This is an optimization exercise on Yosys and OpenROAD, whose aim is small area and a short achievable clock period, not a production implementation.
At most, simulation tests tie the RTL to the original design; equivalence was not proved.
Function not checked in run 4: the RTL went through the layout flow alone.
Power and IR drop assume default switching activity.

==> design/flow/design.v <==
module process(opcode,data,clk,rst,fout);
input [9:0]opcode;
input [4:0]data;
input clk,rst;
output [7:0]fout;
reg [3:0] fc;
reg sd, sh;
reg [2:0] d;
reg [7:0] qa;
reg [7:0] A, O, B;
reg [7:0] R1, R2, R3, R4;
reg [7:1] a3;       
reg [1:0] dq;       
reg [2:0] dm;       
wire [3:0] op = opcode[9:6];
wire [2:0] so = opcode[5:3];
wire [7:0] r1n = (d == 3'd0) ? 8'b0 : (d == 3'd1) ? B : R1;
wire [7:0] an = sd ? {3'b000, data} : sh ? A : qa;
function [3:0] dstep;  
  input [2:0] m; input aj; input [3:0] D;
  reg q, b0, b1; reg [2:0] s;
  begin
    q = (m > D[3:1]) | ((m == D[3:1]) & (aj | ~D[0]));
    b0 = ~aj & D[0];
    b1 = (~m[0] & D[1]) | (~m[0] & b0) | (D[1] & b0);
    s = {m[1] ^ D[2] ^ b1, m[0] ^ D[1] ^ b0, aj ^ D[0]};
    dstep = {q, q ? s : {m[1:0], aj}};
  end
endfunction
wire [4:0] w = r1n[7:3];
wire [3:0] dn = an[3:0];
wire [3:0] dn2 = {dn[2:0], 1'b0};
wire [2:0] dn3 = dn[2:0] + {dn[1:0], 1'b0};
wire nq4 = (w[4:1] >= dn);
wire [3:0] wr = w[3:0] - dn2;
wire nq3 = nq4 ? (wr >= dn) : (w[3:0] >= dn);
reg [2:0] nm3;
always @* begin
  case ({nq4, nq3})
    2'b00: nm3 = w[2:0];
    2'b01: nm3 = w[2:0] - dn[2:0];
    2'b10: nm3 = w[2:0] - dn2[2:0];
    default: nm3 = w[2:0] - dn3;
  endcase
end
always @(posedge clk) begin
  case (op)
    4'd0:  fc <= 4'b0010;
    4'd1:  fc <= 4'b0000;
    4'd2:  fc <= 4'b0001;
    4'd3:  fc <= 4'b0100;
    4'd4:  fc <= 4'b0101;
    4'd5:  fc <= 4'b1000;
    4'd6:  fc <= 4'b1001;
    4'd7:  fc <= 4'b1010;
    4'd8:  fc <= 4'b1011;
    4'd9:  fc <= 4'b1100;
    4'd10: fc <= 4'b1101;
    4'd11: fc <= 4'b1111;
    4'd12: fc <= 4'b1110;
    default: ;
  endcase
  sd <= (so == 3'd5);
  sh <= so[2] & so[1];
  d  <= opcode[2:0];
  if (rst) qa <= 8'b0;
  else case (so)
    3'd1: qa <= R1;
    3'd2: qa <= R2;
    3'd3: qa <= R3;
    3'd4: qa <= R4;
    default: qa <= 8'b0;
  endcase
  A <= an;
  B <= O;
  case (d)
    3'd0: begin R1 <= 8'b0; R2 <= 8'b0; R3 <= 8'b0; R4 <= 8'b0; end
    3'd1: R1 <= B;
    3'd2: R2 <= B;
    3'd3: R3 <= B;
    3'd4: R4 <= B;
    default: ;
  endcase
  a3 <= r1n[7:1] + r1n[6:0];
  dq <= {nq4, nq3};
  dm <= nm3;
end
wire [7:0] a = R1;
wire [7:0] b = A;
wire [3:0] s2 = dstep(dm, a[2], b[3:0]);
wire [3:0] s1 = dstep(s2[2:0], a[1], b[3:0]);
wire [3:0] s0 = dstep(s1[2:0], a[0], b[3:0]);
wire [4:0] q = {dq, s2[3], s1[3], s0[3]};
wire [7:0] m3 = {a3, a[0]};
function [7:0] pp;
  input [1:0] dg; input [7:0] x, x3;
  case (dg)
    2'd0: pp = 8'b0;
    2'd1: pp = x;
    2'd2: pp = {x[6:0], 1'b0};
    default: pp = x3;
  endcase
endfunction
wire [7:0] p0 = pp(b[1:0], a, m3);
wire [7:0] p1 = pp(b[3:2], a, m3);
wire [7:0] p2 = pp(b[5:4], a, m3);
wire [7:0] p3 = pp(b[7:6], a, m3);
wire [7:0] prod = p0 + {p1[5:0], 2'b0} + {p2[3:0], 4'b0} + {p3[1:0], 6'b0};
wire [7:0] bx = b ^ {8{fc[0]}};
wire [7:0] sum = a + bx + {7'b0, fc[0]};
reg [7:0] lg, sh8, y;
always @* begin
  case (fc[1:0])
    2'd0: lg = ~a;
    2'd1: lg = a & b;
    2'd2: lg = a | b;
    default: lg = a ^ b;
  endcase
  case (fc[1:0])
    2'd0: sh8 = {b[6:0], 1'b0};
    2'd1: sh8 = {1'b0, b[7:1]};
    2'd2: sh8 = {b[6:0], b[7]};
    default: sh8 = {b[0], b[7:1]};
  endcase
  case (fc[3:2])
    2'd0: y = fc[1] ? 8'b0 : sum;
    2'd1: y = fc[0] ? {3'b000, q} : prod;
    2'd2: y = lg;
    default: y = sh8;
  endcase
end
always @(posedge clk) O <= y;
assign fout = O;
endmodule
==> design/flow/flow/run.sh <==
#!/bin/bash
# Standard layout with two changes to how it is made:
# - adders are not mapped to the slow fa/ha cells, so abc can restructure
#   the arithmetic for speed;
# - the port buffers are plain buf_2 cells instead of the delay cells that
#   buffer_ports picks on its own.
set -euo pipefail
bash standard.sh ADDER_MAP_FILE= "BUFFER_PORTS_ARGS=-buffer_cell sky130_fd_sc_hd__buf_2" finish > standard.log 2>&1
==> design/flow/standard.sh <==
#!/bin/bash
# synth_recipe.tcl (not shown) runs the flow's synth.tcl, then flattens the netlist and writes it again
# the make line also repeats each setting of config.mk as NAME=value (left out here)
make -C /OpenROAD-flow-scripts/flow DESIGN_CONFIG=/design/flow/config.mk WORK_HOME=/design/flow/orfs CLKGATE_MAP_FILE= SYNTH_SCRIPT=/design/flow/synth_recipe.tcl "${@:-finish}"
==> design/flow/config.mk <==
export PLATFORM = sky130hd
export DESIGN_NAME = process
export DESIGN_NICKNAME = process
export VERILOG_FILES = /design/flow/design.v
export SDC_FILE = /design/flow/constraint.sdc
export NUM_CORES = 4
export LEC_CHECK = 0
export CAP_MARGIN = 20
export CORE_MARGIN = 2
export CORE_UTILIZATION = 65
export CTS_BUF_LIST = sky130_fd_sc_hd__clkbuf_4 sky130_fd_sc_hd__clkbuf_8
export SETUP_SLACK_MARGIN = 4.5
export SLEW_MARGIN = 20
==> design/flow/constraint.sdc <==
create_clock -name core_clock -period 7.5 [get_ports {clk}]
set_input_delay 1.5000 -clock core_clock [delete_from_list [all_inputs] [get_ports {clk}]]
set_output_delay 1.5000 -clock core_clock [all_outputs]
set_load 0.01 [all_outputs]
==> flow_metrics.py, run 1 <==
metrics = {
    "grt": {
        "grt_overflow": 0,
        "antenna_found_initial": 0,
        "grt_util_all_layers_pct": 32.3,
        "grt_pass1_vias": 4992,
        "grt_pass1_wl_um": 25300,
        "grt_max_degree": 43,
    },
    "worst_setup_path": {
        "end_kind": "register",
        "critPathMaxFanout": 6,
        "crit_path_start_kind": "input pin",
        "reg2reg_depth": 9,
        "rrSetupSlack_ns": 4.43,
        "cp.required_ns": 7.80,
        "critical_path.reg2reg.startpoint": "fc[1]",
        "worst-setup-path-type": "in2reg",
        "crit_arrival_ns": 3.47,
        "timing.rr.end": "O[0]",
    },
    "die": {
        "pin_count": 25,
        "core_sq_mm": 0.00876,
        "die_h_um": 99.2,
        "start_util_pct": 67.2,
        "dieArea_sq_mm": 0.00983,
        "rows": 34,
        "fp.dieW_um": 99.2,
    },
    "power_and_ir_drop": {
        "comb_power_share_pct": 29.9,
        "p_per_area_mw_per_mm2": 205,
        "vdd_drop_max_mv": 0.131,
        "seq_power_share_pct": 44.8,
        "leakage_nw": 2.63,
        "p_switching_mw": 0.480,
        "power.share.clock_pct": 25.3,
        "finalPower_mw": 1.37,
        "p_sw_share_pct": 35.1,
        "intPower_mw": 0.887,
    },
    "cells_and_area": {
        "n_antenna_cell": 0,
        "layout-drive-gt1-share_pct": 21.9,
        "fin_util_pct": 76.2,
        "layout.nets": 719,
        "final.fill_count": 635,
        "area_growth_pct": 13.5,
        "fin_area_sq_mm": 0.00668,
    },
    "clock_tree": {
        "clock_path_buffers": 2,
        "cts_tree": "done",
        "numCtsBuffers": 9,
        "cts_sinks": 85,
        "path_clk_slew_ns": 0.09,
        "worstSkewPairLatency_ns": 0.36,
        "h-tree-depth": 3,
        "cts_root_buf": "clkbuf_8",
    },
    "run": {
        "max_cap_violations": 0,
    },
    "sta": {
        "tightestPinTransition_ns": 0.944,
        "fin_crit_sh_pct": 42.3,
        "slew_headroom_pct": 37.1,
        "finalCriticalPeriod_ns": 3.17,
        "finalSetupViolations": 0,
        "drv_slew": 0,
        "tns_ns": 0,
        "max_freq_mhz": 315,
        "finalHoldViolations": 0,
        "rsz0062_at_grt": "yes",
        "finalClockSkew_ns": 0.0101,
    },
    "yosys": {
        "syn_nets": 690,
        "synth_cells": 673,
        "yosysUniqueCellTypes": 79,
        "async_reset_ff_share_pct": 0,
        "avgSynthCellArea_sq_um": 8.75,
        "yosys_warnings": 1,
        "netlist_area_sq_mm": 0.00589,
        "ys.flop_type": "dfxtp_1",
        "synth-edff-count": 37,
        "synth-seq-cells": 85,
        "synth-seq-area-share_pct": 35.2,
    },
    "min_path": {
        "holdCritStartpoint": "O[2]",
        "min_to": "B[2]",
        "whs_path_depth": 0,
        "hold_path.class": "reg2reg",
    },
    "route": {
        "postRouteWirelength_um": 15900,
        "drtAntennaViolNets": 0,
        "vias_per_cell": 6.57,
        "wl_per_cell_um": 19.5,
        "drt-pass1-iter-count": 7,
        "drt_iter0_drc": 577,
        "route.detailed.drc": 0,
        "vias": 5353,
    },
    "placement": {
        "hpwl_um": 10300,
        "port_buffers": 24,
        "placed_area_sq_mm": 0.00594,
        "place.gp.congestion": 0.888,
    },
    "outcome": {
        "status": "finished clean",
    },
}
## per-stage QoR
step                      cells  hold slack, ns  worst slack, ns
after floorplan             673           0.382             4.15
after global placement      755           0.341             3.45
after detailed placement    755           0.346             3.41
after CTS                   795           0.361             4.37
after global routing        815           0.363             4.24
final                       815           0.360             4.33
## power groups by stage
stage	logic, mW	registers, mW	clock network [mW]
2_1_floorplan	0.293	0.581	0
3_3_place_gp	0.335	0.623	0
3_5_place_dp	0.344	0.625	0
4_1_cts	0.371	0.613	0.346
5_1_grt	0.443	0.618	0.369
6_report	0.409	0.612	0.345
## worst max-delay path by stage
| stage | start | to | slack [ns] | cells past startpoint |
|---|---|---|---|---|
| floorplan | data[2] | dm[2] | 4.15 | 12 |
| global placement | data[1] | dm[2] | 3.45 | 11 |
| detailed placement | data[1] | dm[2] | 3.41 | 11 |
| CTS | data[0] | dm[0] | 4.37 | 12 |
| global route | d[2] | dm[2] | 4.24 | 11 |
| finish | data[0] | dm[0] | 4.33 | 12 |
## flip-flops by register name (all words and copies together) (netlist names)
signal	count
a3	7
R2	8
R4	8
R3	8
d	3
qa	8
sh	1
fc	4
dq	2
R1	8
sd	1
A	8
B	8
O	8
dm	3
## cell usage in the layout (no fill, tap or decap), types with 13 or more instances in the layout
cell      netlist  layout
mux2i_1        22      22
nand2_1        58      54
nor2_1         58      57
o21ai_0        24      23
edfxtp_1       37      37
buf_2           8      22
and2_1         21      21
inv_1          15      15
xor2_1         18      18
xnor2_1        41      40
nor3_1         14      13
and3_1         22      22
dfxtp_1        48      46
nand3_1        17      16
buf_4           3      42
a21oi_1        52      51
## per-layer routing
metal / routed length [um] / global-route usage, % / vias to the layer above / share of wire [%]
met5: 0 / 0 / - / 0
met4: 339 / 9.27 / 0 / 2.1
met3: 1410 / 6.54 / 36 / 8.8
met2: 7510 / 51.6 / 266 / 47
met1: 6650 / 44.9 / 2554 / 42
li1: - / - / 2497 / -
## cell families (layout without fill, tap and decap cells)
kind of cell / count (synthesis) / count (layout) / synth area share, %
xor gates and xnor gates: 62 / 62 / 9.93
AOI/OAI and AO/OA: 193 / 193 / 23.9
buffers and inverters: 73 / 107 / 5.57
muxes: 32 / 32 / 5.85
adders and majority gates: 8 / 8 / 1.47
and+or+nand+nor: 220 / 220 / 18.1
DFF: 85 / 85 / 35.2
## cells in the mapped netlist (all sizes together) (17+ instances only)
| library cell | n | area, sq um |
|---|---|---|
| dfxtp | 48 | 961 |
| buf | 21 | 130 |
| nor2 | 59 | 224 |
| edfxtp | 37 | 1110 |
| nand2 | 59 | 224 |
| and3 | 22 | 138 |
| xor2 | 18 | 158 |
| xnor2 | 43 | 403 |
| mux2i | 22 | 220 |
| nand3 | 17 | 85.1 |
| clkbuf | 34 | 128 |
| a22oi | 22 | 225 |
| and2 | 21 | 131 |
| a21oi | 52 | 260 |
| o21ai | 28 | 140 |
| inv | 17 | 66.3 |
## what timing repair did
| action | CTS | global route |
|---|---|---|
| endpoints found under the setup margin | 10 | 9 |
| gates resized for setup | 30 | 13 |
| pin swaps | 17 | 7 |
| buffers inserted | 24 | 20 |
| hold buffers | 0 | 0 |
## layout make-up
class                      instances  area (sq um)  area share [%]
clock buffer                       9           124            1.85
clock inverter                     7          92.6            1.39
inverter                          18          87.6            1.31
multi-input combinational        515          3630            54.3
sequential                        85          2080            31.1
tap                              108           135            2.02
timing repair buffer              73           536            8.01
## critical path, cell delays in order
cell and delay [ns]:
buf_6 0.07, nand2_2 0.04, o21a_4 0.19, inv_8 0.07
nand2_2 0.05, maj3_2 0.34, maj3_2 0.32, maj3_2 0.33
or2_1 0.23, a21boi_4 0.14, nand2_2 0.07, xnor2_1 0.11
==> run 2: changes to the inputs <==
--- a/design/flow/config.mk
+++ b/design/flow/config.mk
@@ -11,3 +11,3 @@
 export CTS_BUF_LIST = sky130_fd_sc_hd__clkbuf_4 sky130_fd_sc_hd__clkbuf_8
-export SETUP_SLACK_MARGIN = 4.5
+export SETUP_SLACK_MARGIN = 4
 export SLEW_MARGIN = 20
==> run 2 against run 1 <==
Effect of this change:
- area after synthesis unchanged
- via count decreased by 4.3%
- maximum frequency decreased by 5.5%
- routed wire length decreased by 8.0%
- worst hold slack got worse by 0.0048 ns
- count of clock-buffer cells in the layout unchanged
- critical endpoint is now dm[1]
- largest cell class unchanged
- largest power group unchanged
==> flow_metrics.py, run 2 <==
metrics = {
    "worst_setup_path": {
        "cp.required_ns": 7.75,
        "timing.rr.end": "O[0]",
        "critical_path.reg2reg.startpoint": "R1[2]",
        "worst-setup-path-type": "in2reg",
        "crit_path_end": "dm[1]",
        "crit_path_start_kind": "input pin",
        "end_kind": "register",
        "crit_arrival_ns": 3.60,
        "rrSetupSlack_ns": 4.16,
        "reg2reg_depth": 9,
        "critPathMaxFanout": 12,
        "setup.worst_path.start": "data[0]",
    },
    "clock_tree": {
        "h-tree-depth": 3,
        "worstSkewPairLatency_ns": 0.36,
        "clock_path_buffers": 2,
        "path_clk_slew_ns": 0.09,
        "numCtsBuffers": 9,
        "cts_hold_buf": 0,
        "cts_root_buf": "clkbuf_8",
        "cts_sinks": 85,
        "cts_tree": "done",
    },
    "route": {
        "route.detailed.drc": 0,
        "drt-pass1-iter-count": 7,
        "vias_per_cell": 6.60,
        "vias": 5124,
        "drtAntennaViolNets": 0,
        "drt_iter0_drc": 374,
        "wl_per_cell_um": 18.9,
        "postRouteWirelength_um": 14600,
    },
    "yosys": {
        "synth_common_cells": "58 x nand2_1, 58 x nor2_1, 52 x a21oi_1",
        "synth-seq-area-share_pct": 35.2,
        "yosys.area.top_type": "edfxtp_1",
        "avgSynthCellArea_sq_um": 8.75,
        "synth-seq-cells": 85,
        "syn_nets": 690,
        "yosysUniqueCellTypes": 79,
        "synth_cells": 673,
        "netlist_area_sq_mm": 0.00589,
        "synth_top_area_share_pct": 18.9,
        "async_reset_ff_share_pct": 0,
        "synth-edff-count": 37,
        "synth_area_leaders": "edfxtp_1 19%, dfxtp_1 16%, xnor2_1 6.1%, a21oi_1 4.4%, mux2i_1 3.7%",
        "yosys_warnings": 1,
        "ys.flop_type": "dfxtp_1",
    },
    "grt": {
        "grt_overflow": 0,
        "grt_pass1_wl_um": 23400,
        "grt_pass1_vias": 4593,
        "grt_util_all_layers_pct": 29.8,
        "antenna_found_initial": 0,
        "grt_max_degree": 43,
    },
    "cells_and_area": {
        "mostFrequentLayoutCells": "58 x nand2_1, 57 x nor2_1, 52 x a21oi_1, 47 x dfxtp_1, 41 x xnor2_1",
        "layout-drive-gt1-share_pct": 14.1,
        "layout.nets": 680,
        "fin_area_sq_mm": 0.00618,
        "n_antenna_cell": 0,
        "final_common_cell": "nand2_1",
        "area_growth_pct": 5.04,
    },
    "sta": {
        "finalSetupViolations": 0,
        "rsz0062_at_grt": "yes",
        "finalHoldViolations": 0,
        "tightestPinTransition_ns": 0.932,
        "max_freq_mhz": 298,
        "finalCriticalPeriod_ns": 3.35,
        "drv_slew": 0,
        "fin_hold_ws_ns": 0.355,
        "fin_crit_sh_pct": 44.7,
        "tns_ns": 0,
        "finalClockSkew_ns": 0.0127,
        "slew_headroom_pct": 37.8,
    },
    "die": {
        "pin_count": 25,
        "dieArea_sq_mm": 0.00983,
        "core_sq_mm": 0.00876,
        "start_util_pct": 67.2,
        "rows": 34,
        "die_h_um": 99.2,
        "fp.dieW_um": 99.2,
    },
    "outcome": {
        "status": "finished clean",
    },
    "power_and_ir_drop": {
        "vdd_drop_max_mv": 0.167,
        "p_per_area_mw_per_mm2": 210,
        "leakage_nw": 2.38,
    },
    "placement": {
        "port_buffers": 24,
        "placed_area_sq_mm": 0.00592,
        "hpwl_um": 10100,
        "place.gp.congestion": 0.911,
    },
    "min_path": {
        "hold_path.class": "reg2reg",
    },
    "run": {
        "max_cap_violations": 0,
    },
}
-- run 2: changes by cell type in the layout (fill, tap and decap cells not counted), sizes merged --
| cell | before | now |
|---|---|---|
| buf | 73 | 34 |
| clkinvlp | 2 | 1 |
| clkinv | 2 | 4 |
| inv | 20 | 19 |
-- run 2: what timing repair did --
item	in CTS	in global routing
pin swaps	0	2
endpoints found under the setup margin	4	5
resized for setup	3	6
setup buffers	0	5
-- run 2: worst min path at each step --
stage,endpoint,cells past startpoint,startpoint,slack [ns]
global placement,B[2],0,O[2],0.34
CTS,B[2],0,O[2],0.36
detailed placement,B[2],0,O[2],0.35
finish,B[2],0,O[2],0.36
floorplan,B[0],0,O[0],0.38
global route,B[2],0,O[2],0.36
-- run 2: critical path, stage by stage --
cell	delay, ns
buf_2	0.07
nand2_1	0.05
o21a_4	0.19
inv_2	0.17
nand2_1	0.09
maj3_2	0.35
maj3_2	0.32
maj3_2	0.31
or2_1	0.23
o21ai_0	0.11
a21oi_1	0.08
xnor2_1	0.13
-- run 2: cell type report --
cell class | count | area, sq um
inverters | 18 | 71.3
flip-flops and latches | 85 | 2070
fillers | 714 | 2580
well taps | 108 | 135
multi-input cells | 515 | 3510
repair buffers | 34 | 195
clock inverters | 7 | 72.6
clock buffers | 9 | 124
-- run 2: layer usage --
metal | vias up | part of all wire (%) | global-route usage [%]
met3 | 43 | 8.6 | 6.04
met4 | 0 | 2.5 | 8.54
met1 | 2405 | 44 | 41.8
met5 | - | 0 | 0
li1 | 2414 | - | -
met2 | 262 | 45 | 47.2
-- run 2: kinds of logic after synthesis --
| kind of cell | share of synthesized area (%) |
|---|---|
| compound gates | 23.9 |
| simple gates | 18.1 |
| fa+ha+maj | 1.47 |
| buf+inv | 5.57 |
| xor+xnor | 9.93 |
| mux | 5.85 |
| flops | 35.2 |
-- run 2: where the power goes --
group          internal, mW  switching, mW
registers             0.539         0.0755
clock network         0.155          0.171
logic                 0.156          0.203
-- run 2: through the flow --
stage	instances	power (mW)	setup WS [ns]	utilization, %
global placement	755	0.955	3.48	67.6
finish	776	1.30	4.15	70.5
global route	776	1.36	3.95	70.5
CTS	771	1.29	3.95	69.9
detailed placement	755	0.964	3.42	67.6
floorplan	673	0.872	4.09	-
==> run 3: changes to the inputs <==
--- a/design/flow/design.v
+++ b/design/flow/design.v
@@ -11,3 +11,2 @@
 reg [7:0] R1, R2, R3, R4;
-reg [7:1] a3;       
 reg [1:0] dq;       
@@ -83,3 +82,2 @@
   endcase
-  a3 <= r1n[7:1] + r1n[6:0];
   dq <= {nq4, nq3};
@@ -93,17 +91,3 @@
 wire [4:0] q = {dq, s2[3], s1[3], s0[3]};
-wire [7:0] m3 = {a3, a[0]};
-function [7:0] pp;
-  input [1:0] dg; input [7:0] x, x3;
-  case (dg)
-    2'd0: pp = 8'b0;
-    2'd1: pp = x;
-    2'd2: pp = {x[6:0], 1'b0};
-    default: pp = x3;
-  endcase
-endfunction
-wire [7:0] p0 = pp(b[1:0], a, m3);
-wire [7:0] p1 = pp(b[3:2], a, m3);
-wire [7:0] p2 = pp(b[5:4], a, m3);
-wire [7:0] p3 = pp(b[7:6], a, m3);
-wire [7:0] prod = p0 + {p1[5:0], 2'b0} + {p2[3:0], 4'b0} + {p3[1:0], 6'b0};
+wire [7:0] prod = a * b;
 wire [7:0] bx = b ^ {8{fc[0]}};
--- a/design/flow/config.mk
+++ b/design/flow/config.mk
@@ -7,2 +7,3 @@
 export LEC_CHECK = 0
+export ABC_AREA = 1
 export CAP_MARGIN = 20
==> run 3 against run 2 <==
Effect of this change:
- combinational power grew about 30%
- setup slack gained 0.31 ns
- area after synthesis is 5.6% lower
- worst hold slack gained 0.0017 ns
- clock skew is 0.00071 ns lower
- highest routed layer unchanged
- clock power rose by 9.2%
- utilization rose by 0.92 points
==> flow_metrics.py, run 3 <==
metrics = {
    "grt": {
        "grt_max_degree": 32,
        "grt_util_all_layers_pct": 33.9,
        "grt_overflow": 0,
        "grt_pass1_vias": 5126,
        "antenna_found_initial": 0,
        "grt_pass1_wl_um": 23800,
    },
    "placement": {
        "place.gp.congestion": 1.04,
        "port_buffers": 24,
        "hpwl_um": 11400,
        "placed_area_sq_mm": 0.00568,
        "pre_cts_slack_ns": 4.24,
    },
    "cells_and_area": {
        "multi_input_area_sq_mm": 0.00302,
        "area_growth_pct": 6.26,
        "layout.nets": 864,
        "fin_area_sq_mm": 0.00590,
        "seq_area_sq_mm": 0.00193,
        "n_antenna_cell": 0,
        "final_common_cell": "nand2_1",
        "layout-drive-gt1-share_pct": 13.6,
        "fin_util_pct": 71.5,
        "mostFrequentLayoutCells": "255 x nand2_1, 105 x inv_1, 81 x nor2_1, 77 x nand3_1, 41 x dfxtp_1",
        "final.fill_count": 723,
    },
    "clock_tree": {
        "cts_root_buf": "clkbuf_8",
        "cts_sinks": 78,
        "cts_hold_buf": 0,
        "numCtsBuffers": 9,
        "cts_tree": "done",
        "worstSkewPairLatency_ns": 0.36,
        "h-tree-depth": 3,
        "path_clk_slew_ns": 0.09,
        "clock_path_buffers": 2,
    },
    "sta": {
        "fin_hold_ws_ns": 0.357,
        "drv_slew": 0,
        "finalHoldViolations": 0,
        "setup_ws_ns": 4.46,
        "finalSetupViolations": 0,
        "tightestPinTransition_ns": 1.07,
        "finalCriticalPeriod_ns": 3.04,
        "fin_crit_sh_pct": 40.6,
        "tns_ns": 0,
        "max_freq_mhz": 329,
        "finalClockSkew_ns": 0.0119,
        "rsz0062_at_grt": "no",
        "slew_headroom_pct": 28.0,
    },
    "die": {
        "start_util_pct": 67.3,
        "die_h_um": 96.4,
        "dieArea_sq_mm": 0.00930,
        "pin_count": 25,
        "core_sq_mm": 0.00826,
        "fp.dieW_um": 96.4,
        "rows": 33,
    },
    "yosys": {
        "synth.most_common_cell": "nand2_1",
        "async_reset_ff_share_pct": 0,
        "synth_area_leaders": "edfxtp_1 20%, nand2_1 17%, dfxtp_1 15%, inv_1 7.1%, nand3_1 6.9%",
        "synth-edff-count": 37,
        "yosysUniqueCellTypes": 53,
        "ys.flop_type": "dfxtp_1",
        "synth_cells": 832,
        "netlist_area_sq_mm": 0.00555,
        "synth-seq-cells": 78,
        "yosys_warnings": 1,
        "syn_nets": 849,
        "yosys.area.top_type": "edfxtp_1",
        "synth_common_cells": "255 x nand2_1, 105 x inv_1, 81 x nor2_1",
        "avgSynthCellArea_sq_um": 6.68,
        "synth_top_area_share_pct": 20.0,
        "synth-seq-area-share_pct": 34.8,
    },
    "power_and_ir_drop": {
        "vdd_drop_max_mv": 0.204,
        "seq_power_share_pct": 40.0,
        "leakage_nw": 2.97,
        "power.share.clock_pct": 26.0,
        "comb_power_share_pct": 34.0,
        "p_switching_mw": 0.531,
        "intPower_mw": 0.840,
        "p_per_area_mw_per_mm2": 232,
        "p_sw_share_pct": 38.7,
    },
    "run": {
        "max_cap_violations": 0,
    },
    "route": {
        "vias": 5610,
        "drtAntennaViolNets": 0,
        "route.detailed.drc": 0,
        "drt_iter0_drc": 580,
        "wl_per_cell_um": 15.9,
        "vias_per_cell": 5.86,
        "drt-pass1-iter-count": 6,
        "postRouteWirelength_um": 15200,
    },
    "min_path": {
        "whs_path_depth": 0,
        "hold_path.class": "reg2reg",
        "holdCritStartpoint": "O[0]",
        "min_to": "B[0]",
    },
    "outcome": {
        "status": "finished clean",
    },
    "worst_setup_path": {
        "worst-setup-path-type": "reg2reg",
        "end_kind": "register",
        "critPathMaxFanout": 11,
        "critical_path.reg2reg.startpoint": "A[0]",
        "cp.required_ns": 7.73,
        "crit_arrival_ns": 3.27,
        "crit_path_start_kind": "register",
        "timing.rr.end": "O[0]",
        "reg2reg_depth": 19,
        "rrSetupSlack_ns": 4.46,
    },
}
[run 3: layout make-up]
| type | count | share of cell area [%] |
|---|---|---|
| clock buffers | 9 | 2.10 |
| clock inverters | 7 | 1.61 |
| inverters | 125 | 7.95 |
| multi-input cells | 608 | 51.2 |
| flip-flops and latches | 78 | 32.7 |
| well taps | 105 | 2.23 |
| repair buffers | 25 | 2.16 |
[run 3: power by group through the flow]
stage	logic (mW)	clock network, mW	registers, mW
2_1_floorplan	0.359	0	0.533
3_3_place_gp	0.428	0	0.556
3_5_place_dp	0.447	0	0.557
4_1_cts	0.452	0.355	0.549
5_1_grt	0.519	0.371	0.553
6_report	0.466	0.356	0.549
[run 3: cells by family after synthesis]
family	Yosys count	share of synthesized area [%]
xor gates and xnor gates	18	3.09
AOI/OAI and AO/OA	117	13.7
buffers and inverters	146	10.8
DFF	78	34.8
and+or+nand+nor	473	37.7
[run 3: how the worst max path moves through the flow]
stage | endpoint | start | depth (start not counted)
6_report | O[0] | A[0] | 19
5_1_grt | O[0] | A[0] | 19
4_1_cts | O[7] | fc[0] | 21
3_5_place_dp | dm[0] | data[1] | 17
3_3_place_gp | dm[0] | data[1] | 17
2_1_floorplan | dm[0] | data[1] | 16
[run 3: critical path: stages, from the launching register on]
cell and delay [ns]:
dfxtp_1 0.73, inv_2 0.26, nor2_1 0.19, nand2_1 0.12, nor2_2 0.13, nand2_2 0.11
nand2_4 0.12, nand2_1 0.07, nand3_1 0.11, nand2_1 0.09, nor2_1 0.17, nand3_1 0.17
nand2_2 0.14, nand2_1 0.06, nand2_1 0.07, nor2_1 0.04, nor2_1 0.11, nand2_1 0.05
nand2_1 0.05, nand4_1 0.09
[run 3: what timing repair did]
action                                  CTS  global route
gates resized for setup                   0             0
endpoints found under the setup margin    0             1
setup buffers                             0             1
hold endpoints to repair                  0             0
[run 3: per-stage QoR]
stage          total power, mW  instances
5_1_grt                   1.44        957
3_5_place_dp              1.00        940
6_report                  1.37        957
3_3_place_gp             0.984        940
4_1_cts                   1.36        956
2_1_floorplan            0.892        832
[run 3: routing by layer]
layer / track usage [%] / vias up / share of wire, %
met5: 0 / - / 0
met4: 14.7 / 0 / 3.3
met3: 6.90 / 54 / 9.7
met2: 53.8 / 281 / 45
met1: 45.0 / 2550 / 42
li1: - / 2725 / -
==> run 4: changes to the inputs <==
--- a/design/flow/design.v
+++ b/design/flow/design.v
@@ -87,6 +87,25 @@
 wire [7:0] b = A;
-wire [3:0] s2 = dstep(dm, a[2], b[3:0]);
-wire [3:0] s1 = dstep(s2[2:0], a[1], b[3:0]);
-wire [3:0] s0 = dstep(s1[2:0], a[0], b[3:0]);
-wire [4:0] q = {dq, s2[3], s1[3], s0[3]};
+wire [3:0] db = b[3:0];
+wire [3:0] v2 = {dm, a[2]};
+wire [3:0] v1 = {dm[1:0], a[2:1]};
+wire [3:0] v0 = {dm[0], a[2:0]};
+wire [3:0] d2x = {db[2:0], 1'b0};
+wire [3:0] d4x = {db[1:0], 2'b0};
+wire [3:0] d6x = d4x + d2x;
+wire q2 = (v2 >= db);
+wire [3:0] v1s = v1 - d2x;
+wire q1 = q2 ? (v1s >= db) : (v1 >= db);
+wire [3:0] v0a = v0 - d2x;
+wire [3:0] v0b = v0 - d4x;
+wire [3:0] v0c = v0 - d6x;
+reg q0;
+always @* begin
+  case ({q2, q1})
+    2'b00: q0 = (v0 >= db);
+    2'b01: q0 = (v0a >= db);
+    2'b10: q0 = (v0b >= db);
+    default: q0 = (v0c >= db);
+  endcase
+end
+wire [4:0] q = {dq, q2, q1, q0};
 wire [7:0] prod = a * b;
--- a/design/flow/config.mk
+++ b/design/flow/config.mk
@@ -12,3 +12,3 @@
 export CTS_BUF_LIST = sky130_fd_sc_hd__clkbuf_4 sky130_fd_sc_hd__clkbuf_8
-export SETUP_SLACK_MARGIN = 4
+export SETUP_SLACK_MARGIN = 4.5
 export SLEW_MARGIN = 20
==> run 4 against run 3 <==
Effect of this change:
- worst hold slack got worse by 0.0066 ns
- largest cell class unchanged
- power fell by 1.6%
- setup slack improved by 0.042 ns
- utilization rose by 1.4 points
- largest power group unchanged
- sequential power rose by 1%
- cell area rose by 0.89%
- sequential cell count did not move
- die area fell by 1.9%
- area after synthesis fell by 2.0%
==> flow_metrics.py, run 4 <==
metrics = {
    "cells_and_area": {
        "layout-drive-gt1-share_pct": 11.1,
        "area_growth_pct": 9.35,
        "n_antenna_cell": 0,
        "final.fill_count": 687,
        "final_common_cell": "nand2_1",
        "mostFrequentLayoutCells": "246 x nand2_1, 103 x inv_1, 95 x nor2_1, 72 x nand3_1, 46 x o21ai_0",
        "layout.nets": 860,
    },
    "placement": {
        "port_buffers": 24,
        "place.gp.congestion": 0.924,
        "pre_cts_slack_ns": 4.10,
        "hpwl_um": 10800,
    },
    "yosys": {
        "synth-seq-cells": 78,
        "synth.most_common_cell": "nand2_1",
        "async_reset_ff_share_pct": 0,
        "synth-edff-count": 37,
        "syn_nets": 837,
        "yosys_warnings": 1,
        "synth_common_cells": "247 x nand2_1, 105 x inv_1, 96 x nor2_1",
        "synth-seq-area-share_pct": 35.5,
        "ys.flop_type": "dfxtp_1",
        "avgSynthCellArea_sq_um": 6.64,
        "synth_area_leaders": "edfxtp_1 20%, nand2_1 17%, dfxtp_1 15%, inv_1 7.2%, nand3_1 6.6%",
        "netlist_area_sq_mm": 0.00545,
        "yosysUniqueCellTypes": 56,
        "yosys.area.top_type": "edfxtp_1",
        "synth_cells": 820,
        "synth_top_area_share_pct": 20.4,
    },
    "sta": {
        "fin_hold_ws_ns": 0.350,
        "finalSetupViolations": 0,
        "tightestPinTransition_ns": 1.11,
        "drv_slew": 0,
        "tns_ns": 0,
        "finalCriticalPeriod_ns": 3.00,
        "finalClockSkew_ns": 0.00759,
        "rsz0062_at_grt": "yes",
        "fin_crit_sh_pct": 40.0,
        "max_freq_mhz": 333,
        "finalHoldViolations": 0,
        "slew_headroom_pct": 25.2,
        "setup_ws_ns": 4.50,
    },
    "min_path": {
        "hold_path.class": "reg2reg",
        "min_to": "B[4]",
        "holdCritStartpoint": "O[4]",
        "whs_path_depth": 0,
    },
    "die": {
        "pin_count": 25,
        "fp.dieW_um": 95.5,
        "start_util_pct": 66.6,
        "core_sq_mm": 0.00818,
        "dieArea_sq_mm": 0.00913,
        "die_h_um": 95.5,
        "rows": 33,
    },
    "grt": {
        "grt_pass1_wl_um": 23200,
        "antenna_found_initial": 0,
        "grt_pass1_vias": 4898,
        "use_met3_pct": 6.32,
        "grt_overflow": 0,
        "grt_max_degree": 17,
        "grt_util_all_layers_pct": 33.2,
        "met2_usage_pct": 52.3,
        "grt_busiest_layer": "met2",
        "met1_usage_pct": 44.9,
    },
    "worst_setup_path": {
        "rrSetupSlack_ns": 4.73,
        "timing.rr.end": "O[7]",
        "critical_path.reg2reg.startpoint": "fc[0]",
        "cp.buffers_inverters": 2,
        "crit_chain": "buf_2 -> a22oi_2 -> o21ai_4 -> inv_2 -> nand2_4 -> nand2_2 -> or2_4 -> nand2_4 -> xor2_2 -> or2_1 -> nand2_2 -> nor2_4 -> or2_1",
        "crit_path_start_kind": "input pin",
        "reg2reg_depth": 19,
        "slowest_stage": "a22oi_2",
        "cp.required_ns": 7.75,
        "path_delay_family": "simple AND/OR/NAND/NOR gates",
        "crit_arrival_ns": 3.25,
        "worst-setup-path-type": "in2reg",
        "critPathMaxFanout": 5,
        "end_kind": "register",
        "cpPeakStageDelay_ns": 0.27,
    },
    "clock_tree": {
        "cts_tree": "done",
        "numCtsBuffers": 9,
        "cts_hold_buf": 0,
        "worstSkewPairLatency_ns": 0.35,
        "h-tree-depth": 3,
        "cts_root_buf": "clkbuf_8",
        "path_clk_slew_ns": 0.08,
        "clock_path_buffers": 2,
        "cts_sinks": 78,
    },
    "route": {
        "route.detailed.drc": 0,
        "wl_per_cell_um": 15.6,
        "postRouteWirelength_um": 14900,
        "vias_per_cell": 5.97,
        "drt-pass1-iter-count": 6,
        "drtAntennaViolNets": 0,
        "vias": 5694,
        "drt_iter0_drc": 584,
    },
    "power_and_ir_drop": {
        "finalPower_mw": 1.35,
        "vdd_drop_max_mv": 0.198,
        "p_per_area_mw_per_mm2": 226,
        "leakage_nw": 2.92,
    },
    "outcome": {
        "status": "finished clean",
    },
    "run": {
        "max_cap_violations": 0,
    },
}
[run 4: cell count changes after synthesis, moves of 5 or more]
cell and change:
nand3_1 -5, o21ai_0 +16, a21oi_1 -5, o21ai_1 -5
nand3_2 -8, a31oi_1 +5, inv_2 -13, nand2_2 -17
nor2_1 +15, nand2_1 -8
[run 4: kinds of logic after synthesis]
group,count (synthesis),share of synthesized area [%]
simple gates,454,35.4
buf+inv,135,9.90
xor+xnor,21,3.63
flops,78,35.5
compound gates,130,15.2
fa+ha+maj,2,0.391
[run 4: routing by layer]
layer | vias up | share of wire (%)
met3 | 48 | 10
met2 | 331 | 46
li1 | 2734 | -
met5 | - | 0
met4 | 0 | 3.4
met1 | 2581 | 41
[run 4: area by class of cell]
class,count,area [sq um],share of cell area (%)
multi-input cells,607,3030,50.9
inverters,112,424,7.12
well taps,105,131,2.21
repair buffers,34,208,3.49
clock inverters,5,82.6,1.39
flip-flops and latches,78,1940,32.5
repair inverters,1,5.00,0.0841
clock buffers,11,139,2.33
[run 4: worst reg2reg max path, cell delays in order (launching register included)]
cell	delay, ns
edfxtp_1	0.50
clkinvlp_4	0.30
o21ai_1	0.26
nand3_1	0.13
nand2_1	0.09
nand3_1	0.10
nand2_1	0.12
nand3_1	0.12
nand2_1	0.09
nand2_1	0.10
nand2_1	0.09
nand2_1	0.09
nand2_1	0.09
nand2_1	0.09
o21ai_0	0.11
nand2_1	0.11
nand3_1	0.09
nand2_1	0.06
inv_1	0.06
nand3_1	0.08
[run 4: through the flow]
stage | area [sq um] | utilization (%) | std cells
2_1_floorplan | 5450 | - | 820
3_3_place_gp | 5580 | 68.2 | 926
3_5_place_dp | 5580 | 68.2 | 926
4_1_cts | 5830 | 71.3 | 945
5_1_grt | 5950 | 72.8 | 953
6_report | 5950 | 72.8 | 953
[run 4: worst max path at each step]
stage / startpoint / endpoint / slack (ns) / cells past startpoint
3_5_place_dp: data[1] / dm[1] / 4.10 / 15
3_3_place_gp: data[1] / dq[0] / 4.19 / 13
5_1_grt: data[1] / dq[0] / 4.46 / 13
4_1_cts: data[0] / dq[0] / 4.52 / 12
2_1_floorplan: data[1] / dq[0] / 4.51 / 12
6_report: data[1] / dq[0] / 4.50 / 13
[run 4: timing repair]
| action | CTS | global route |
|---|---|---|
| pin swaps | 0 | 3 |
| setup endpoints to repair | 5 | 7 |
| setup buffers | 2 | 8 |
| resized for setup | 3 | 16 |
| gates cloned | 1 | 0 |
[run 4: power breakdown]
part           switching, mW  total (mW)  leakage, nW  internal, mW
combinational          0.291       0.444         2.10         0.153
sequential            0.0513       0.557        0.706         0.506
clock                  0.152       0.348        0.115         0.196
==> run 5: changes to the inputs <==
--- a/design/flow/design.v
+++ b/design/flow/design.v
@@ -11,3 +11,3 @@
 reg [7:0] R1, R2, R3, R4;
-reg [1:0] dq;       
+reg dq;             
 reg [2:0] dm;       
@@ -28,18 +28,5 @@
 endfunction
-wire [4:0] w = r1n[7:3];
 wire [3:0] dn = an[3:0];
-wire [3:0] dn2 = {dn[2:0], 1'b0};
-wire [2:0] dn3 = dn[2:0] + {dn[1:0], 1'b0};
-wire nq4 = (w[4:1] >= dn);
-wire [3:0] wr = w[3:0] - dn2;
-wire nq3 = nq4 ? (wr >= dn) : (w[3:0] >= dn);
-reg [2:0] nm3;
-always @* begin
-  case ({nq4, nq3})
-    2'b00: nm3 = w[2:0];
-    2'b01: nm3 = w[2:0] - dn[2:0];
-    2'b10: nm3 = w[2:0] - dn2[2:0];
-    default: nm3 = w[2:0] - dn3;
-  endcase
-end
+wire nq4 = (r1n[7:4] >= dn);
+wire [2:0] nm4 = nq4 ? r1n[6:4] - dn[2:0] : r1n[6:4];
 always @(posedge clk) begin
@@ -82,4 +69,4 @@
   endcase
-  dq <= {nq4, nq3};
-  dm <= nm3;
+  dq <= nq4;
+  dm <= nm4;
 end
@@ -88,24 +75,22 @@
 wire [3:0] db = b[3:0];
-wire [3:0] v2 = {dm, a[2]};
-wire [3:0] v1 = {dm[1:0], a[2:1]};
-wire [3:0] v0 = {dm[0], a[2:0]};
-wire [3:0] d2x = {db[2:0], 1'b0};
-wire [3:0] d4x = {db[1:0], 2'b0};
-wire [3:0] d6x = d4x + d2x;
-wire q2 = (v2 >= db);
-wire [3:0] v1s = v1 - d2x;
-wire q1 = q2 ? (v1s >= db) : (v1 >= db);
-wire [3:0] v0a = v0 - d2x;
-wire [3:0] v0b = v0 - d4x;
-wire [3:0] v0c = v0 - d6x;
-reg q0;
-always @* begin
-  case ({q2, q1})
-    2'b00: q0 = (v0 >= db);
-    2'b01: q0 = (v0a >= db);
-    2'b10: q0 = (v0b >= db);
-    default: q0 = (v0c >= db);
-  endcase
-end
-wire [4:0] q = {dq, q2, q1, q0};
+wire [3:0] v3 = {dm, a[3]};
+wire [3:0] v2 = {dm[1:0], a[3:2]};
+wire [3:0] v1 = {dm[0], a[3:1]};
+wire [3:0] v0 = a[3:0];
+wire [3:0] dx1 = {db[2:0], 1'b0};    
+wire [3:0] dx2 = {db[1:0], 2'b0};
+wire [3:0] dx4 = {db[0], 3'b0};
+wire [3:0] dx3 = dx2 + dx1;
+wire [3:0] dx5 = dx4 + dx1;
+wire [3:0] dx6 = dx4 + dx2;
+wire [3:0] dx7 = 4'd0 - dx1;
+wire q3 = (v3 >= db);
+wire c2a = (v2 >= db), c2b = (v2 - dx1 >= db);
+wire q2 = q3 ? c2b : c2a;
+wire c1a = (v1 >= db), c1b = (v1 - dx1 >= db), c1c = (v1 - dx2 >= db), c1d = (v1 - dx3 >= db);
+wire q1 = q2 ? (q3 ? c1d : c1b) : (q3 ? c1c : c1a);
+wire [7:0] c0 = {v0 - dx7 >= db, v0 - dx6 >= db, v0 - dx5 >= db, v0 - dx4 >= db,
+                 v0 - dx3 >= db, v0 - dx2 >= db, v0 - dx1 >= db, v0 >= db};
+wire q0 = c0[{q3, q2, q1}];
+wire [4:0] q = {dq, q3, q2, q1, q0};
 wire [7:0] prod = a * b;
--- a/design/flow/config.mk
+++ b/design/flow/config.mk
@@ -12,3 +12,3 @@
 export CTS_BUF_LIST = sky130_fd_sc_hd__clkbuf_4 sky130_fd_sc_hd__clkbuf_8
-export SETUP_SLACK_MARGIN = 4.5
+export SETUP_SLACK_MARGIN = 5
 export SLEW_MARGIN = 20
==> run 5 against run 4 <==
Effect of this change:
- maximum frequency is 15% higher
- sequential share of layout area shrank 4.6 points
- cell count increased by 9.0%
- via count is 9.8% higher
- sequential cell count shrank 1
- first-iteration DRC count fell by 1.7%
- still clean
- sequential power fell by 3%
- highest routed layer unchanged
==> flow_metrics.py, run 5 <==
metrics = {
    "worst_setup_path": {
        "end_kind": "register",
        "crit_arrival_ns": 2.85,
        "cp.required_ns": 7.73,
        "critPathMaxFanout": 6,
        "crit_path_start_kind": "input pin",
        "worst_path_most_repeated_cell": "nand2_2",
        "setup.worst_path.start": "data[1]",
        "worst-setup-path-type": "in2reg",
        "cpPeakStageDelay_ns": 0.24,
        "slowest_stage": "a31oi_4",
        "critical_path.reg2reg.startpoint": "d[0]",
        "reg2reg_depth": 13,
        "crit_chain": "buf_6 -> a22oi_2 -> o21a_1 -> inv_2 -> nand2_2 -> nand3_2 -> nand2_2 -> nand3_4 -> a31oi_4 -> nand2_2 -> xor2_1",
    },
    "power_and_ir_drop": {
        "finalPower_mw": 1.40,
        "p_per_area_mw_per_mm2": 203,
        "vdd_drop_max_mv": 0.231,
        "leakage_nw": 3.31,
    },
    "yosys": {
        "yosys_warnings": 1,
        "syn_nets": 881,
        "yosys.area.top_type": "edfxtp_1",
        "yosysUniqueCellTypes": 51,
        "synth_top_area_share_pct": 19.7,
        "synth.most_common_cell": "nand2_1",
        "async_reset_ff_share_pct": 0,
        "synth-edff-count": 37,
        "synth_cells": 864,
        "synth_common_cells": "267 x nand2_1, 111 x inv_1, 100 x nor2_1",
        "synth-seq-area-share_pct": 33.8,
        "netlist_area_sq_mm": 0.00565,
        "synth_area_leaders": "edfxtp_1 20%, nand2_1 18%, dfxtp_1 14%, inv_1 7.4%, nand3_1 6.6%",
        "avgSynthCellArea_sq_um": 6.54,
        "synth-seq-cells": 77,
        "ys.flop_type": "dfxtp_1",
    },
    "route": {
        "vias_per_cell": 6.02,
        "drtAntennaViolNets": 0,
        "drt-pass1-iter-count": 7,
        "postRouteWirelength_um": 17600,
        "route.detailed.drc": 0,
        "vias": 6254,
        "drt_iter0_drc": 574,
        "wl_per_cell_um": 17.0,
    },
    "sta": {
        "rsz0062_at_grt": "yes",
        "drv_slew": 0,
        "fin_crit_sh_pct": 34.9,
        "finalClockSkew_ns": 0.0103,
        "tns_ns": 0,
        "fin_hold_ws_ns": 0.356,
        "slew_headroom_pct": 36.6,
        "finalCriticalPeriod_ns": 2.62,
        "max_freq_mhz": 382,
        "finalHoldViolations": 0,
        "tightestPinTransition_ns": 0.944,
        "finalSetupViolations": 0,
        "setup_ws_ns": 4.88,
    },
    "clock_tree": {
        "cts_hold_buf": 0,
        "cts_root_buf": "clkbuf_8",
        "path_clk_slew_ns": 0.08,
        "worstSkewPairLatency_ns": 0.35,
        "cts_sinks": 77,
        "h-tree-depth": 3,
        "numCtsBuffers": 9,
        "clock_path_buffers": 2,
        "cts_tree": "done",
    },
    "cells_and_area": {
        "layout.nets": 943,
        "layout-drive-gt1-share_pct": 25.3,
        "final_common_cell": "nand2_1",
        "final_cells": 1039,
        "n_antenna_cell": 0,
        "mostFrequentLayoutCells": "214 x nand2_1, 102 x inv_1, 93 x nor2_1, 56 x nand3_1, 53 x nand2_2",
        "fin_util_pct": 80.3,
        "fin_area_sq_mm": 0.00690,
        "area_growth_pct": 22.0,
    },
    "die": {
        "die_h_um": 97.3,
        "core_sq_mm": 0.00859,
        "start_util_pct": 65.8,
        "pin_count": 25,
        "fp.dieW_um": 97.3,
        "dieArea_sq_mm": 0.00946,
        "rows": 34,
    },
    "grt": {
        "grt_max_degree": 20,
        "grt_util_all_layers_pct": 35.1,
        "grt_overflow": 0,
        "grt_pass1_wl_um": 26800,
        "grt_pass1_vias": 5698,
        "antenna_found_initial": 0,
    },
    "placement": {
        "dp.cells": 972,
        "placed_area_sq_mm": 0.00579,
        "place.gp.congestion": 0.969,
        "pre_cts_slack_ns": 4.45,
        "hpwl_um": 11800,
        "port_buffers": 24,
    },
    "min_path": {
        "holdCritStartpoint": "O[7]",
        "whs_path_depth": 0,
        "hold_path.class": "reg2reg",
    },
    "outcome": {
        "status": "finished clean",
    },
    "run": {
        "max_cap_violations": 0,
    },
}
run 5: cell types whose count changed in the layout (fill, tap and decap cells not counted), sizes merged, moves of 3 or more:
cell | previous run | this run
a21oi | 21 | 34
buf | 34 | 74
inv | 111 | 120
maj3 | 2 | 5
nand2 | 253 | 278
nand3 | 73 | 81
o21ai | 54 | 50
o21bai | 3 | 0
o22ai | 4 | 1
run 5: path summary, 6_finish.rpt:
check / to / slack, ns
setup / recovery: dm[0] / 4.88
setup reg to reg: dm[0] / 4.97
hold / removal: B[7] / 0.36
hold reg to reg: B[7] / 0.36
run 5: repair_timing:
item,in CTS,in global routing
pin swaps,2,41
cloned,0,1
setup buffers,19,31
setup endpoints to repair,12,11
resized for setup,23,124
run 5: logic make-up (layout without fill, tap and decap cells):
logic type      count (synthesis)  after routing  share of synthesized area, %
simple gates                  485            485                          36.5
buf+inv                       145            211                          10.6
compound gates                130            131                          14.5
flops                          77             77                          33.8
xor+xnor                       22             22                          3.65
fa+ha+maj                       5              5                         0.907
run 5: cell type report:
class / instances / area, sq um
Tap cell: 108 / 135
Inverter: 121 / 469
Clock inverter: 5 / 56.3
Timing Repair Buffer: 74 / 546
Multi-Input combinational cell: 643 / 3620
Fill cell: 585 / 1700
Sequential cell: 77 / 1930
Clock buffer: 11 / 145
run 5: routing by layer:
metal / vias to the layer above / wire [um] / GRT usage [%]
met5: - / 0 / 0
met4: 0 / 960 / 18.1
met3: 93 / 1320 / 5.32
met2: 328 / 8660 / 61.3
met1: 2887 / 6700 / 41.8
li1: 2946 / - / -
run 5: report_power, final:
group,internal [mW],switching [mW]
Sequential,0.494,0.0449
Clock,0.168,0.153
Combinational,0.192,0.353
Total,0.853,0.550
run 5: worst max-delay path: cells and delay by family:
family | cells | cell delay (ns)
XOR/XNOR | 1 | 0.16
AO/OA/AOI/OAI | 3 | 0.58
AND/OR/NAND/NOR | 5 | 0.44
buffers and inverters | 2 | 0.15
==> run 6: changes to the inputs <==
--- a/design/flow/config.mk
+++ b/design/flow/config.mk
@@ -12,3 +12,3 @@
 export CTS_BUF_LIST = sky130_fd_sc_hd__clkbuf_4 sky130_fd_sc_hd__clkbuf_8
-export SETUP_SLACK_MARGIN = 5
+export SETUP_SLACK_MARGIN = 4.7
 export SLEW_MARGIN = 20
==> run 6 against run 5 <==
Effect of this change:
- count of clock-buffer cells in the layout shrank 1
- highest routed layer unchanged
- critical path type is now reg2reg
- critical path depth grew 9
- synthesized cell count is the same
- combinational power shrank 14%
- register-to-register slack lost 0.19 ns
- sequential cell count is the same
- via count shrank 3.6%
- non-clock buffer count shrank 25
- worst hold slack lost 0.00054 ns
- area after synthesis is the same
==> flow_metrics.py, run 6 <==
metrics = {
    "cells_and_area": {
        "final_common_cell": "nand2_1",
        "fin_area_sq_mm": 0.00620,
        "layout-drive-gt1-share_pct": 12.7,
        "n_antenna_cell": 0,
        "area_growth_pct": 9.65,
        "layout.nets": 917,
        "mostFrequentLayoutCells": "265 x nand2_1, 111 x inv_1, 99 x nor2_1, 74 x nand3_1, 43 x o21ai_0",
    },
    "route": {
        "route.detailed.drc": 0,
        "drt_iter0_drc": 533,
        "wl_per_cell_um": 16.2,
        "vias": 6029,
        "met1_length_um": 6270,
        "dr_wl_met2_um": 7750,
        "postRouteWirelength_um": 16400,
        "vias_per_cell": 5.95,
        "wl_met3_um": 1510,
        "top_layer": "met4",
        "drt-pass1-iter-count": 8,
        "drtAntennaViolNets": 0,
    },
    "power_and_ir_drop": {
        "vdd_drop_max_mv": 0.248,
        "p_per_area_mw_per_mm2": 215,
        "leakage_nw": 3.07,
    },
    "worst_setup_path": {
        "worst-setup-path-type": "reg2reg",
        "slowest_stage": "edfxtp_1",
        "path_delay_family": "simple AND/OR/NAND/NOR gates",
        "crit_chain": "nand2_1 -> nand2_1 -> a21oi_1 -> nor2_1 -> inv_1 -> nand2_1 -> nand2_1 -> nand2_1 -> nand2_2 -> nand2_1 -> nand2_1 -> nand3_1 -> nand2_1 -> nand2_1 -> nand2_1 -> nand3_1 -> nand2_1 -> nand2_1 -> nand3_1 -> nand3_1",
        "critPathMaxFanout": 7,
        "setup.worst_path.start": "R1[2]",
        "crit_arrival_ns": 2.94,
        "critical_path.reg2reg.startpoint": "R1[2]",
        "worst_path_most_repeated_cell": "nand2_1",
        "cpPeakStageDelay_ns": 0.57,
        "cp.required_ns": 7.71,
        "cp.buffers_inverters": 1,
        "crit_path_start_kind": "register",
        "end_kind": "register",
    },
    "yosys": {
        "synth_top_area_share_pct": 19.7,
        "ys.flop_type": "dfxtp_1",
        "avgSynthCellArea_sq_um": 6.54,
        "synth-seq-area-share_pct": 33.8,
        "synth-seq-cells": 77,
        "yosysUniqueCellTypes": 51,
        "synth.most_common_cell": "nand2_1",
        "yosys_warnings": 1,
        "yosys.area.top_type": "edfxtp_1",
        "syn_nets": 881,
        "synth-edff-count": 37,
        "synth_common_cells": "267 x nand2_1, 111 x inv_1, 100 x nor2_1",
        "synth_cells": 864,
        "synth_area_leaders": "edfxtp_1 20%, nand2_1 18%, dfxtp_1 14%, inv_1 7.4%, nand3_1 6.6%",
        "async_reset_ff_share_pct": 0,
        "netlist_area_sq_mm": 0.00565,
    },
    "sta": {
        "finalHoldViolations": 0,
        "tightestPinTransition_ns": 1.17,
        "finalClockSkew_ns": 0.0125,
        "rsz0062_at_grt": "yes",
        "max_freq_mhz": 367,
        "fin_crit_sh_pct": 36.3,
        "finalSetupViolations": 0,
        "finalCriticalPeriod_ns": 2.72,
        "tns_ns": 0,
        "slew_headroom_pct": 21.6,
        "drv_slew": 0,
    },
    "clock_tree": {
        "cts_sinks": 77,
        "worstSkewPairLatency_ns": 0.36,
        "clock_path_buffers": 2,
        "cts_root_buf": "clkbuf_8",
        "cts_tree": "done",
        "cts_hold_buf": 0,
        "numCtsBuffers": 9,
        "path_clk_slew_ns": 0.08,
        "h-tree-depth": 3,
    },
    "grt": {
        "grt_max_degree": 20,
        "grt_util_all_layers_pct": 33.7,
        "grt_overflow": 0,
        "grt_pass1_wl_um": 25800,
        "antenna_found_initial": 0,
        "grt_pass1_vias": 5477,
    },
    "min_path": {
        "hold_path.class": "reg2reg",
        "holdCritStartpoint": "O[3]",
    },
    "die": {
        "core_sq_mm": 0.00859,
        "dieArea_sq_mm": 0.00946,
        "pin_count": 25,
        "fp.dieW_um": 97.3,
        "rows": 34,
        "start_util_pct": 65.8,
        "die_h_um": 97.3,
    },
    "run": {
        "max_cap_violations": 0,
    },
    "outcome": {
        "status": "finished clean",
    },
    "placement": {
        "placed_area_sq_mm": 0.00577,
        "hpwl_um": 11800,
        "port_buffers": 24,
        "place.gp.congestion": 1.05,
    },
}
==> run 6: cell counts after synthesis <==
No cell type changed its count.
==> run 6: area by class of cell <==
cell class / instances / area [sq um]
clock buffer: 10 / 131
clock inverter: 6 / 71.3
fill: 710 / 2390
inverter: 121 / 457
multi-input combinational: 642 / 3180
sequential: 77 / 1920
tap: 108 / 135
timing repair buffer: 49 / 307
==> run 6: logic make-up (layout without fill, tap and decap cells) <==
family | after synthesis | in the layout | synth area share [%]
AOI/OAI and AO/OA | 130 | 130 | 14.5
DFF | 77 | 77 | 33.8
xor gates and xnor gates | 22 | 22 | 3.65
adders and majority gates | 5 | 5 | 0.907
buffers and inverters | 145 | 186 | 10.6
and+or+nand+nor | 485 | 485 | 36.5
==> run 6: layer usage <==
metal | up-vias | track usage [%]
met3 | 96 | 6.12
li1 | 2885 | -
met5 | - | 0
met4 | 0 | 16.7
met1 | 2716 | 40.6
met2 | 332 | 58.0
==> run 6: timing repair <==
item | in CTS | in global routing
pin swaps | 0 | 2
endpoints found under the setup margin | 10 | 10
buffers inserted | 4 | 21
resized for setup | 5 | 15
==> run 6: path summary, 6_finish.rpt <==
kind	end	slack [ns]	cells past startpoint
setup / recovery	O[7]	4.78	20
hold / removal	B[3]	0.35	0
setup reg to reg	O[7]	4.78	20
hold reg to reg	B[3]	0.35	0
==> run 6: through the flow <==
stage | instances | power [mW] | setup WS (ns) | util, % | hold slack, ns
after floorplan | 864 | 0.864 | 4.78 | - | 0.382
after global placement | 972 | 0.964 | 4.45 | 67.1 | 0.333
after detailed placement | 972 | 0.979 | 4.42 | 67.1 | 0.336
after CTS | 992 | 1.30 | 4.68 | 69.9 | 0.356
after global routing | 1013 | 1.41 | 4.56 | 72.1 | 0.360
final | 1013 | 1.33 | 4.78 | 72.1 | 0.355
==> run 6: power breakdown <==
| group | switching [mW] | total [mW] | leakage (nW) | internal [mW] |
|---|---|---|---|---|
| Sequential | 0.0464 | 0.540 | 0.697 | 0.494 |
| Combinational | 0.312 | 0.469 | 2.28 | 0.158 |
| Clock | 0.165 | 0.325 | 0.0965 | 0.160 |
| Total | 0.523 | 1.33 | 3.07 | 0.811 |
==> run 7: changes to the inputs <==
--- a/design/flow/config.mk
+++ b/design/flow/config.mk
@@ -12,3 +12,3 @@
 export CTS_BUF_LIST = sky130_fd_sc_hd__clkbuf_4 sky130_fd_sc_hd__clkbuf_8
-export SETUP_SLACK_MARGIN = 4.7
+export SETUP_SLACK_MARGIN = 4.85
 export SLEW_MARGIN = 20
==> run 7 against run 6 <==
Effect of this change:
- largest cell class unchanged
- clock power grew 8.6%
- largest power group unchanged
- combinational power grew 7.7%
- utilization is 3.4 points higher
- cell area grew 4.7%
- synthesized cell count stayed put
- worst hold slack better by 0.0068 ns
- cell count is 0.30% higher
- register-to-register slack improved by 0.19 ns
- routed wire length is 2.1% higher
- via count shrank 0.46%
- count of clock-buffer cells in the layout increased by 1
==> flow_metrics.py, run 7 <==
metrics = {
    "outcome": {
        "status": "finished clean",
    },
    "sta": {
        "drv_slew": 0,
        "finalSetupViolations": 0,
        "slew_headroom_pct": 29.0,
        "finalHoldViolations": 0,
        "fin_hold_ws_ns": 0.362,
        "setup_ws_ns": 4.96,
        "fin_crit_sh_pct": 33.8,
        "finalClockSkew_ns": 0.00960,
        "tightestPinTransition_ns": 1.06,
        "max_freq_mhz": 394,
        "tns_ns": 0,
        "finalCriticalPeriod_ns": 2.54,
        "rsz0062_at_grt": "yes",
    },
    "worst_setup_path": {
        "setup.worst_path.start": "R1[2]",
        "reg2reg_depth": 20,
        "cp.required_ns": 7.71,
        "crit_arrival_ns": 2.75,
        "crit_chain": "buf_6 -> buf_4 -> nand2_1 -> inv_1 -> a21oi_2 -> inv_2 -> nand2_1 -> nand3_1 -> nand3_1 -> nand3b_1 -> nand2_1 -> nand2_2 -> nand2_2 -> nand2_2 -> nand2_2 -> nand2_2 -> nand2_1 -> nand2_1 -> nand3_2 -> nand4_1",
        "path_delay_family": "simple AND/OR/NAND/NOR gates",
        "cpPeakStageDelay_ns": 0.38,
        "worst-path-stages": 20,
        "cp.buffers_inverters": 4,
        "crit_path_start_kind": "register",
        "worst-setup-path-type": "reg2reg",
        "critical_path.reg2reg.startpoint": "R1[2]",
        "critPathMaxFanout": 7,
        "end_kind": "register",
        "slowest_stage": "edfxtp_1",
    },
    "yosys": {
        "synth-edff-count": 37,
        "yosys_warnings": 1,
        "synth-seq-cells": 77,
        "synth.most_common_cell": "nand2_1",
        "synth_area_leaders": "edfxtp_1 20%, nand2_1 18%, dfxtp_1 14%, inv_1 7.4%, nand3_1 6.6%",
        "yosys.area.top_type": "edfxtp_1",
        "netlist_area_sq_mm": 0.00565,
        "synth_common_cells": "267 x nand2_1, 111 x inv_1, 100 x nor2_1",
        "synth_top_area_share_pct": 19.7,
        "synth-seq-area-share_pct": 33.8,
        "yosysUniqueCellTypes": 51,
        "ys.flop_type": "dfxtp_1",
        "avgSynthCellArea_sq_um": 6.54,
        "async_reset_ff_share_pct": 0,
        "synth_cells": 864,
        "syn_nets": 881,
    },
    "cells_and_area": {
        "n_antenna_cell": 0,
        "multi_input_area_sq_mm": 0.00340,
        "layout-drive-gt1-share_pct": 18.7,
        "final_common_cell": "nand2_1",
        "seq_area_sq_mm": 0.00192,
        "layout.nets": 920,
        "fin_area_sq_mm": 0.00649,
        "fin_util_pct": 75.5,
        "final.fill_count": 692,
        "area_growth_pct": 14.8,
        "mostFrequentLayoutCells": "239 x nand2_1, 107 x inv_1, 96 x nor2_1, 63 x nand3_1, 41 x o21ai_0",
    },
    "run": {
        "max_cap_violations": 0,
    },
    "clock_tree": {
        "cts_tree": "done",
        "path_clk_slew_ns": 0.08,
        "numCtsBuffers": 9,
        "h-tree-depth": 3,
        "clock_path_buffers": 2,
        "cts_root_buf": "clkbuf_8",
        "cts_sinks": 77,
        "worstSkewPairLatency_ns": 0.36,
    },
    "power_and_ir_drop": {
        "p_per_area_mw_per_mm2": 215,
        "vdd_drop_max_mv": 0.216,
        "intPower_mw": 0.868,
        "leakage_nw": 3.13,
        "seq_power_share_pct": 38.6,
        "power.share.clock_pct": 25.3,
        "comb_power_share_pct": 36.1,
        "p_switching_mw": 0.529,
        "p_sw_share_pct": 37.9,
    },
    "route": {
        "route.detailed.drc": 0,
        "drt-pass1-iter-count": 8,
        "postRouteWirelength_um": 16700,
        "vias": 6001,
        "vias_per_cell": 5.91,
        "drt_iter0_drc": 490,
        "drtAntennaViolNets": 0,
        "wl_per_cell_um": 16.5,
    },
    "placement": {
        "port_buffers": 24,
        "hpwl_um": 11800,
        "pre_cts_slack_ns": 4.40,
        "place.gp.congestion": 1.05,
        "placed_area_sq_mm": 0.00578,
    },
    "die": {
        "core_sq_mm": 0.00859,
        "fp.dieW_um": 97.3,
        "die_h_um": 97.3,
        "rows": 34,
        "dieArea_sq_mm": 0.00946,
        "pin_count": 25,
        "start_util_pct": 65.8,
    },
    "grt": {
        "grt_overflow": 0,
        "grt_util_all_layers_pct": 34.5,
        "grt_pass1_vias": 5669,
        "grt_pass1_wl_um": 26400,
        "antenna_found_initial": 0,
        "grt_max_degree": 20,
    },
    "min_path": {
        "hold_path.class": "reg2reg",
        "holdCritStartpoint": "O[2]",
        "whs_path_depth": 0,
    },
}
## run 7: cell counts after synthesis
No cell type changed its count.
## run 7: power groups by stage
stage / clock network, mW / logic (mW) / registers, mW
CTS: 0.355 / 0.449 / 0.538
finish: 0.353 / 0.505 / 0.539
global route: 0.371 / 0.554 / 0.545
global placement: 0 / 0.418 / 0.553
detailed placement: 0 / 0.431 / 0.553
floorplan: 0 / 0.339 / 0.528
## run 7: layout make-up
cell class	instances	area share [%]
Multi-Input combinational cell	642	52.4
Clock buffer	11	2.24
Timing Repair Buffer	52	5.28
Sequential cell	77	29.6
Inverter	121	7.11
Clock inverter	5	1.25
Tap cell	108	2.08
## run 7: stage by stage
| stage | std cells | power [mW] |
|---|---|---|
| 6_report | 1016 | 1.40 |
| 5_1_grt | 1016 | 1.47 |
| 4_1_cts | 1001 | 1.34 |
| 3_5_place_dp | 972 | 0.984 |
| 3_3_place_gp | 972 | 0.971 |
| 2_1_floorplan | 864 | 0.867 |
## run 7: worst paths after layout
kind | end | slack [ns]
setup / recovery | O[6] | 4.96
hold / removal | B[2] | 0.36
setup reg to reg | O[6] | 4.96
hold reg to reg | B[2] | 0.36
## run 7: logic make-up (layout without fill, tap and decap cells)
| logic type | after synthesis | in the layout | synth area share (%) |
|---|---|---|---|
| AO/OA/AOI/OAI | 130 | 130 | 14.5 |
| buffers and inverters | 145 | 189 | 10.6 |
| AND/OR/NAND/NOR | 485 | 485 | 36.5 |
| adder cells (fa/ha/maj) | 5 | 5 | 0.907 |
| XOR/XNOR | 22 | 22 | 3.65 |
| flip-flops | 77 | 77 | 33.8 |
## run 7: per-layer routing
layer	vias to the layer above	track usage (%)	wire [um]
met1	2733	41.2	6510
met5	-	0	0
met3	80	6.04	1260
li1	2895	-	-
met4	0	17.7	816
met2	293	59.8	8140
## run 7: timing repair
action / CTS / global route
resized for setup: 7 / 75
hold buffers: 0 / 0
buffers inserted: 13 / 15
pin swaps: 0 / 21
gates cloned: 0 / 0
endpoints found under the setup margin: 11 / 11

separate check: timing with driven ports:
In the flow no input, the clock included, has a driving cell. The finished layouts below were timed again as built, in two steps. Step 1 (the two cells are an assumption about what drives the block):
set clk [get_ports {clk}]
set_driving_cell -lib_cell sky130_fd_sc_hd__clkbuf_16 $clk
set_driving_cell -lib_cell sky130_fd_sc_hd__buf_2 [delete_from_list [all_inputs] $clk]
Step 2 adds t to the input delays and takes it off the output delays; t is the mean of the earliest and latest rising clock arrival at the registers after step 1. Input paths then give back, and output paths get back, about the clock's delay inside the block. a / b / c = ideal / step 1 / step 2; a / b = the first two.
run	t, ns	slack for setup (ns)	worst hold slack (ns)	worst setup path after step 2	worst data-port slew with drivers (ns)
run 1	0.394	4.329 / 4.326 / 3.932	0.360 / 0.360 / 0.360	input to register	0.05
run 2	0.387	4.145 / 4.155 / 3.768	0.355 / 0.355 / 0.355	input to register	0.03
run 3	0.392	4.456 / 4.456 / 4.188	0.357 / 0.357 / 0.357	input to register	0.04
run 4	0.380	4.498 / 4.511 / 4.131	0.350 / 0.350 / 0.350	input to register	0.04
run 5	0.371	4.884 / 4.882 / 4.511	0.356 / 0.356 / 0.356	input to register	0.04
run 6	0.382	4.776 / 4.776 / 4.501	0.355 / 0.355 / 0.355	input to register	0.03
run 7	0.381	4.962 / 4.962 / 4.592	0.362 / 0.362 / 0.362	input to register	0.04
After both steps setup and hold are still met in every run listed. For run 1, which loses most, drivers alone change the setup slack by -0.003 ns; drivers and shift together by -0.397 ns.
